This is an optimization exercise on Yosys and OpenROAD, whose aim is small area and a short achievable clock period, not a production implementation. Function was checked by simulation only, so behaviour that the tests miss may differ from the original. No activity file was given, so power comes from the tool's default toggle rates.

Setup of sierra:
## ahb_bus_matrix
module ahb_bus_matrix
(
  input HBUSREQx0,
  input HBUSREQx1,
  input HBUSREQx2,
  input HBUSREQx3,
  input HLOCKx0,
  input HLOCKx1,
  input HLOCKx2,
  input HLOCKx3,
  input [1:0] HTRANSx0,
  input [1:0] HTRANSx1,
  input [1:0] HTRANSx2,
  input [1:0] HTRANSx3,
  input [31:0] HADDRx0,
  input [31:0] HADDRx1,
  input [31:0] HADDRx2,
  input [31:0] HADDRx3,
  input HWRITEx0,
  input HWRITEx1,
  input HWRITEx2,
  input HWRITEx3,
  input [2:0] HSIZEx0,
  input [2:0] HSIZEx1,
  input [2:0] HSIZEx2,
  input [2:0] HSIZEx3,
  input [2:0] HBURSTx0,
  input [2:0] HBURSTx1,
  input [2:0] HBURSTx2,
  input [2:0] HBURSTx3,
  input [31:0] HWDATAx0,
  input [31:0] HWDATAx1,
  input [31:0] HWDATAx2,
  input [31:0] HWDATAx3,
  input HREADYx0,
  input HREADYx1,
  input HREADYx2,
  input HREADYx3,
  input HREADYx4,
  input HREADYx5,
  input HREADYx6,
  input [1:0] HRESPx0,
  input [1:0] HRESPx1,
  input [1:0] HRESPx2,
  input [1:0] HRESPx3,
  input [1:0] HRESPx4,
  input [1:0] HRESPx5,
  input [1:0] HRESPx6,
  input [31:0] HRDATAx0,
  input [31:0] HRDATAx1,
  input [31:0] HRDATAx2,
  input [31:0] HRDATAx3,
  input [31:0] HRDATAx4,
  input [31:0] HRDATAx5,
  input [31:0] HRDATAx6, 
  input [3:0] HSPLITx0,
  input [3:0] HSPLITx1,
  input [3:0] HSPLITx2,
  input [3:0] HSPLITx3,
  input [3:0] HSPLITx4,
  input [3:0] HSPLITx5,
  input [3:0] HSPLITx6,
  output HGRANTx0,
  output HGRANTx1,
  output HGRANTx2,
  output HGRANTx3,
  output HSELx0,
  output HSELx1,
  output HSELx2,
  output HSELx3,
  output HSELx4,
  output HSELx5,
  output HSELx6,
  input HRESETn,
  input HCLK,
  output [1:0] HTRANS,
  output [31:0] HADDR,
  output HWRITE,
  output [2:0] HSIZE,
  output [2:0] HBURST,
  output [31:0] HWDATA,
  output HREADY,
  output [1:0] HRESP,
  output [31:0] HRDATA,
  output [3:0] HMASTER,
  output HMASTLOCK
);
For scale: ~520 cells after synthesis, ~28 flip-flops, roughly 4700 µm² of cells after synthesis.
export LEC_CHECK = 0
export CAP_MARGIN = 20
export CORE_AREA = 4 4 156 156
export DIE_AREA = 0 0 160 160
export PLACE_DENSITY = 0.8
export SETUP_SLACK_MARGIN = 1.4
export SLEW_MARGIN = 20
create_clock -name core_clock -period 4.0 [get_ports {HCLK}]
standard.sh (not shown) runs the stock make flow with config.mk's settings and CLKGATE_MAP_FILE= SYNTH_SCRIPT=/design/flow/synth_recipe.tcl, a recipe that flattens the netlist after the stock synthesis.
==> flow/flow/run.sh <==
#!/bin/bash
# Standard ORFS layout, with:
# - the port buffers made from the smallest buffer cell,
# - I/O pins on met3 (left/right) and met2 or met4 (top/bottom),
# - the pins of each multiplexed output bit kept together.
set -euo pipefail
export BUFFER_PORTS_ARGS="-buffer_cell sky130_fd_sc_hd__buf_1"
export IO_PLACER_H="met3"
export IO_PLACER_V="met2 met4"
export PLACE_PINS_ARGS="$(cat flow/pin_groups.txt)"
bash standard.sh > flow_make.log 2>&1
Other scripts of this flow, unchanged in this note and not shown: flow/flow/pin_groups.txt
sierra | stages: all done | timing, DRC, antenna: all pass
Input-level comparison between onyx and sierra:
-- flow/config.mk --
<<< sierra, line 9
export CORE_AREA = 4 4 156 156
export DIE_AREA = 0 0 160 160
export PLACE_DENSITY = 0.8
>>> onyx, line 9
export CORE_AREA = 4 4 146 146
export DIE_AREA = 0 0 150 150
Run status, onyx: aborted in 3_2_place_iop, error PPL-0024
Synthesized area came out exactly the same in onyx and sierra.
onyx against sierra: initial cell density of the core increased 3.2 points; die width decreased 6.3%; number of enable-type register cells in the synthesized netlist essentially unchanged.
Modified inputs, lagoon compared to onyx
-- flow/config.mk --
<<< onyx, line 9
export CORE_AREA = 4 4 146 146
export DIE_AREA = 0 0 150 150
export SETUP_SLACK_MARGIN = 1.4
>>> lagoon, line 9
export CORE_AREA = 4 4 156 156
export DIE_AREA = 0 0 160 160
export SETUP_SLACK_MARGIN = 1.0
[summary]
lagoon reached the end of the flow, and the finished layout is clean on the timing, DRC and antenna checks. Taking onyx as the reference, in lagoon synthesized cell count essentially unchanged; multiplexer share of the synthesized area ~0 delta; share of synthesized registers carrying an async set or reset closely matched the old numbers; xor/xnor share of the synthesized area level. From onyx to lagoon, average footprint of a synthesized cell did not move at all. Going from onyx to lagoon, synthesized area stayed essentially flat; die outline height rose by about 7%. Relative to onyx, starting density of the core decreased by 3.2 points in lagoon. onyx → lagoon: floorplan die width grew by 10 µm, placement row count grew by 4, count of flip-flops with a built-in enable after synthesis held steady.
Setup changes, lagoon to tundra
-- flow/config.mk --
<<< lagoon, line 9
export CORE_AREA = 4 4 156 156
export DIE_AREA = 0 0 160 160
export SETUP_SLACK_MARGIN = 1.0
>>> tundra, line 9
export CORE_AREA = 4 4 171 171
export DIE_AREA = 0 0 175 175
export SETUP_SLACK_MARGIN = 1.4
tundra: done, clean on timing, DRC and antenna
lagoon finished every stage and its layout cleared the timing, DRC and antenna checks.
Compared with lagoon, in tundra switching part of the total down 1.6 points; final core area utilization down 3.9 points; final cell count up about 7%.
Final cycle utilization of the critical path, tundra and lagoon: higher on lagoon
tundra ends up with a reg2reg setup slack that is 170 ps higher than in lagoon.
Against lagoon, setup slack in tundra came out better.
Against lagoon, tundra reports a relative contribution of the clock network to total power that is lower.
There was hardly any difference in via count between tundra and lagoon.
lagoon reports its highest routed metal layer as met5 while tundra reports met4.

## port drivers added, routing unchanged
In the flow no input, the clock included, has a driving cell. The finished layouts below were timed again as built, in two steps.
Step 1, drivers: a clkbuf_16 drives HCLK and a buf_2 each remaining input, both assumed.
Step 2 also shifts input and output timing later by t, the mid clock arrival at the registers, as if the neighbouring blocks saw the same clock.
Three values: ideal, step 1, step 2; two values: the first two.
run	t (ns)	setup WS [ns]	worst setup path at the end
sierra	0.305	1.352 / 1.324 / 1.324	input to output
lagoon	0.304	1.142 / 1.110 / 1.127	input to output
tundra	0.307	1.409 / 1.347 / 1.347	input to output
After both steps every run listed still meets setup and hold. The setup slack of tundra, which loses most, moves by -0.062 ns with the drivers and by -0.062 ns with both steps.
